Background: an optimization exercise with open tools, aiming at small area, a short achievable clock period and few clock cycles per item. Do not read the settings as production practice. RTL that was checked went through simulation tests only; none was proved equivalent to the original. Power and IR drop assume default switching activity.

// multiply_32
module multiply_32 #(parameter N=32) (clk, reset, enable, multiplier, multiplicand, ready, product_upper, product_lower);
==> flow/config.mk <==
export PLATFORM = sky130hd
export DESIGN_NAME = multiply_32
export DESIGN_NICKNAME = multiply_32
export VERILOG_FILES = /design/flow/design.v
export SDC_FILE = /design/flow/constraint.sdc
export NUM_CORES = 4
export LEC_CHECK = 0
export CAP_MARGIN = 20
export CORE_MARGIN = 2
export CORE_UTILIZATION = 40
export SLEW_MARGIN = 20
export SYNTH_HIERARCHICAL = 1
export SYNTH_MINIMUM_KEEP_SIZE = 0
==> flow/constraint.sdc <==
create_clock -name core_clock -period 14.0 [get_ports {clk}]
set_input_delay 2.8000 -clock core_clock [delete_from_list [all_inputs] [get_ports {clk}]]
set_output_delay 2.8000 -clock core_clock [all_outputs]
set_load 0.01 [all_outputs]
standard.sh (not shown) runs the stock make flow with config.mk's settings and CLKGATE_MAP_FILE= SYNTH_SCRIPT=/design/flow/synth_recipe.tcl, a recipe that flattens the netlist after the stock synthesis.
==> flow/flow/run.sh <==
#!/bin/bash
set -e
export BUFFER_PORTS_ARGS="-buffer_cell sky130_fd_sc_hd__buf_2"
export SKIP_BUFFER_REMOVAL=1
export SETUP_SLACK_MARGIN=7.5
bash standard.sh > standard.log 2>&1
Edit:
--- a/flow/config.mk
+++ b/flow/config.mk
@@ -8,5 +8,7 @@
 export CAP_MARGIN = 20
 export CORE_MARGIN = 2
-export CORE_UTILIZATION = 40
+export CORE_UTILIZATION = 60
+export CTS_BUF_LIST = sky130_fd_sc_hd__clkbuf_4 sky130_fd_sc_hd__clkbuf_8
+export PLACE_DENSITY = 0.7
 export SLEW_MARGIN = 20
 export SYNTH_HIERARCHICAL = 1
Effect: Utilization went up by 25 points. Total power went up by about 0.8%. Combinational power went up by about 2%. Final area is about the same. Clock-buffer cell count went down by 2. Die area went down by 33%. Via count went up by about 6%. Sequential cell count stays the same. Non-clock buffer count went up by 51.
No run of this note included a check of the RTL's function; only the layout flow was run.

Another version of the RTL of multiply_32 (not shown whole).
Size in the first run: ~120 flip-flops.
==> flow/config.mk <==
export PLATFORM = sky130hd
export DESIGN_NAME = multiply_32
export DESIGN_NICKNAME = multiply_32
export VERILOG_FILES = /design/flow/design.v
export SDC_FILE = /design/flow/constraint.sdc
export NUM_CORES = 4
export LEC_CHECK = 0
export CAP_MARGIN = 20
export CORE_MARGIN = 2
export CORE_UTILIZATION = 60
export CTS_BUF_LIST = sky130_fd_sc_hd__clkbuf_4 sky130_fd_sc_hd__clkbuf_8
export GPL_TIMING_DRIVEN = 0
export PLACE_DENSITY = 0.7
export SLEW_MARGIN = 20
export SYNTH_HIERARCHICAL = 1
export SYNTH_MINIMUM_KEEP_SIZE = 0
==> flow/constraint.sdc <==
create_clock -name core_clock -period 14.0 [get_ports {clk}]
set_input_delay 2.8000 -clock core_clock [delete_from_list [all_inputs] [get_ports {clk}]]
set_output_delay 2.8000 -clock core_clock [all_outputs]
set_load 0.01 [all_outputs]
Scripts as last shown in full above: flow/flow/run.sh
Testbench counts at the start, summed over its fixed seeds: cycles 2,400, items 2,400.
Change:
--- a/flow/flow/run.sh
+++ b/flow/flow/run.sh
@@ -5 +5 @@
-export SETUP_SLACK_MARGIN=7.5
+export SETUP_SLACK_MARGIN=7.3
GPL_TIMING_DRIVEN = not set   (was 0)
Utilization decreases by 6.1 points.
Area after synthesis does not change.
Clock-buffer cell count increases by 2.
Power came out lower by 15%.
Wire length fell by 8.8%.
Hold slack hardly moves.
Final cell count is lower by 6.7%.
Worst setup slack loses 160 ps.

Starting RTL as in the previous note.
// multiply_32
module multiply_32 #(parameter N=32) (clk, reset, enable, multiplier, multiplicand, ready, product_upper, product_lower);
clock: 14.0 ns
lec_check: 0
cap_margin: 20
core_margin: 2
core_utilization: 40
slew_margin: 20
synth_hierarchical: 1
synth_minimum_keep_size: 0
==> flow/flow/run.sh <==
#!/bin/bash
set -e
export DONT_BUFFER_PORTS=1
export PRE_GLOBAL_PLACE_TCL=$PWD/flow/io_buffers.tcl
bash standard.sh > standard.log 2>&1
==> flow/flow/io_buffers.tcl <==
buffer_ports -inputs -buffer_cell sky130_fd_sc_hd__buf_6
buffer_ports -outputs -buffer_cell sky130_fd_sc_hd__buf_2
The first run produced a clean layout.
Testbench counts at the start, summed over its fixed seeds: cycles 2,400, items 2,400.
Then changed:
==> flow/flow/run.sh (replaced) <==
#!/bin/bash
set -e
export BUFFER_PORTS_ARGS="-buffer_cell sky130_fd_sc_hd__buf_2"
export SKIP_BUFFER_REMOVAL=1
export SETUP_SLACK_MARGIN=8.5
bash standard.sh > standard.log 2>&1
removed: flow/flow/io_buffers.tcl
Result: The new run produced a clean layout. Global-route usage rose by 11 points. Total power rose by about 32%. Routed wire length rose by about 50%. Die area is unchanged. Area after synthesis stays the same. Sequential share of layout area fell by 3.6 points. Hold slack loses 0.076 ns.
Then changed:
--- a/flow/flow/run.sh
+++ b/flow/flow/run.sh
@@ -5 +5 @@
-export SETUP_SLACK_MARGIN=8.5
+export SETUP_SLACK_MARGIN=7.5
Settings changed: CORE_UTILIZATION 40 to 70, CTS_BUF_LIST from default to sky130_fd_sc_hd__clkbuf_4 sky130_fd_sc_hd__clkbuf_8, PLACE_DENSITY from default to 0.8.
What happened: Core utilization increases by 18 points. Non-clock buffer count decreases by 478. Design area decreases by 26%. Routed wire length decreases by 29%. Worst setup slack gets worse by 0.028 ns.
Then changed:
==> flow/flow/run.sh (replaced) <==
#!/bin/bash
set -e
export DONT_BUFFER_PORTS=1
export PRE_GLOBAL_PLACE_TCL=$PWD/flow/io_buffers.tcl
export SETUP_SLACK_MARGIN=7.5
bash standard.sh > standard.log 2>&1
==> flow/flow/io_buffers.tcl (new file) <==
buffer_ports -inputs -buffer_cell sky130_fd_sc_hd__buf_6
buffer_ports -outputs -buffer_cell sky130_fd_sc_hd__buf_2
Settings changed: CORE_UTILIZATION 70 to 40, CTS_BUF_LIST sky130_fd_sc_hd__clkbuf_4 sky130_fd_sc_hd__clkbuf_8 to default, PLACE_DENSITY 0.8 to default.
Effect: The changed run finished with timing, DRC and antenna clean. Hold slack is better by 0.065 ns. Routed wire length drops by about 6.5%. Global-route usage went down by 19 points. Die area went up by 73%. Power shrinks by 6.7%. Setup slack is better by 0.23 ns. Sequential share of layout area is higher by 0.57 points. Count of clock-buffer cells in the layout is unchanged. Non-clock buffer count came out lower by 159.
Then changed:
==> flow/flow/run.sh (replaced) <==
#!/bin/bash
set -e
export BUFFER_PORTS_ARGS="-buffer_cell sky130_fd_sc_hd__buf_2"
export SKIP_BUFFER_REMOVAL=1
export SETUP_SLACK_MARGIN=7.5
bash standard.sh > standard.log 2>&1
Settings changed: CORE_UTILIZATION 40 to 50, CTS_BUF_LIST from default to sky130_fd_sc_hd__clkbuf_4 sky130_fd_sc_hd__clkbuf_8, PLACE_DENSITY from default to 0.65.
removed: flow/flow/io_buffers.tcl
Result: The new run went through all stages and came out clean; clock skew is unchanged; setup slack is worse by 0.23 ns; final area goes up by 2.9%.
Then changed:
Settings changed: CAP_MARGIN 20 to 0, CORE_UTILIZATION 50 to 60, PLACE_DENSITY 0.65 to 0.7, SLEW_MARGIN 20 to 0.
Outcome: Final cell count is lower by about 4.5%; final area drops by about 1%; setup slack gains 0.081 ns; combinational power is lower by about 3%; worst hold slack got worse by 0.0096 ns; routed wire length goes down by about 5.5%; fmax rises by about 1.2%; first-iteration DRC count stays flat; total power fell by about 2.2%; utilization increases by 9.8 points; critical path depth stays the same.

multiply_32 again, from the RTL that the note above started with.
Settings: LEC_CHECK=0, CAP_MARGIN=20, CORE_MARGIN=2, CORE_UTILIZATION=60, CTS_BUF_LIST=sky130_fd_sc_hd__clkbuf_8 sky130_fd_sc_hd__clkbuf_16, PLACE_DENSITY=0.7, SLEW_MARGIN=20, SYNTH_HIERARCHICAL=1, SYNTH_MINIMUM_KEEP_SIZE=0; clock period 14.0 ns.
==> flow/flow/run.sh <==
#!/bin/bash
set -e
export BUFFER_PORTS_ARGS="-buffer_cell sky130_fd_sc_hd__buf_2"
export SKIP_BUFFER_REMOVAL=1
export SETUP_SLACK_MARGIN=7.8
bash standard.sh > standard.log 2>&1
Testbench counts at the start, summed over its fixed seeds: cycles 2,400, items 2,400.
Edit:
--- a/flow/flow/run.sh
+++ b/flow/flow/run.sh
@@ -5 +5 @@
-export SETUP_SLACK_MARGIN=7.8
+export SETUP_SLACK_MARGIN=7.5
Settings changed: CORE_UTILIZATION 60 to 40, CTS_BUF_LIST sky130_fd_sc_hd__clkbuf_8 sky130_fd_sc_hd__clkbuf_16 to default, PLACE_DENSITY 0.7 to default.
- The changed run produced a clean layout
- global-route usage decreases by 20 points
- worst hold slack got worse by 0.0075 ns
- cell area decreases by 5.5%
- final cell count increases by 8.8%
- worst setup slack hardly moves
- total power decreases by 5.0%
- die area increases by 49%
- combinational power decreases by 5.7%
- synthesized area stays the same
- non-clock buffer count decreases by 36
- synthesized cell count is unchanged
Edit:
Settings changed: CORE_UTILIZATION 40 to 60, CTS_BUF_LIST from default to sky130_fd_sc_hd__clkbuf_4 sky130_fd_sc_hd__clkbuf_8, PLACE_DENSITY from default to 0.7.
After rerunning: Design area falls by 6.9%; power falls by 5.0%; setup slack is worse by 0.055 ns.

## port drivers added, routing unchanged
No port has a modelled driver above. Below, the same layouts with a new extraction and two added sets of constraints. Step 1, drivers: a clkbuf_16 drives clk and a buf_2 each remaining input, both assumed. Step 2 moves the port delays by t, midway between the first and last clock arrival at a register: inputs arrive t later, outputs are due t later. That takes back most of the time a late clock gives input paths. a / b / c = ideal / step 1 / step 2; a / b = the first two.
| run | t, ns | slack for setup (ns) | clock arrival spread, ns | worst slew at a driven data input, ns | slew violations | max-capacitance violations | pins driven straight from the clock port |
|---|---|---|---|---|---|---|---|
| the first run of note 1 | 0.487 | 7.393 / 7.398 / 6.911 | 0.015 / 0.014 | 0.07 | 0 / 0 | 0 / 0 | 1 |
| the second run of note 1 | 0.530 | 7.187 / 7.208 / 6.678 | 0.029 / 0.029 | 0.22 | 0 / 0 | 0 / 0 | 1 |
| the first run of note 2 | 0.610 | 7.467 / 7.458 / 6.886 | 0.034 / 0.034 | 0.10 | 0 / 0 | 0 / 0 | 1 |
| the second run of note 2 | 0.605 | 7.307 / 7.328 / 6.723 | 0.026 / 0.027 | 0.06 | 0 / 0 | 0 / 0 | 1 |
| the first run of note 3 | 0.502 | 6.992 / 6.768 / 6.267 | 0.016 / 0.017 | 2.98 | 0 / 124 | 0 / 1 | 1 |
| the second run of note 3 | 0.522 | 7.425 / 7.290 / 6.768 | 0.020 / 0.020 | 0.37 | 0 / 0 | 0 / 0 | 1 |
| the third run of note 3 | 0.613 | 7.398 / 7.288 / 6.675 | 0.047 / 0.047 | 0.34 | 0 / 0 | 0 / 0 | 1 |
| the fourth run of note 3 | 0.542 | 7.631 / 6.848 / 6.306 | 0.021 / 0.021 | 3.11 | 0 / 124 | 0 / 1 | 1 |
| the fifth run of note 3 | 0.627 | 7.396 / 7.385 / 6.758 | 0.032 / 0.032 | 0.08 | 0 / 0 | 0 / 0 | 1 |
| the sixth run of note 3 | 0.619 | 7.477 / 7.475 / 6.856 | 0.028 / 0.029 | 0.10 | 0 / 0 | 0 / 0 | 1 |
| the first run of note 4 | 0.561 | 7.535 / 7.381 / 6.820 | 0.027 / 0.026 | 0.33 | 0 / 0 | 0 / 0 | 1 |
| the second run of note 4 | 0.549 | 7.532 / 7.524 / 6.975 | 0.016 / 0.016 | 0.11 | 0 / 0 | 0 / 0 | 1 |
| the third run of note 4 | 0.619 | 7.477 / 7.475 / 6.856 | 0.028 / 0.029 | 0.10 | 0 / 0 | 0 / 0 | 1 |
After both steps setup and hold are still met in every run listed. The drivers bring new slew violations in the first run of note 3 and the fourth run of note 3. With drivers on, capacitance violations rise in the first run of note 3 and the fourth run of note 3. For the fourth run of note 3, which loses most, drivers alone change the setup slack by -0.783 ns; drivers and shift together by -1.325 ns.
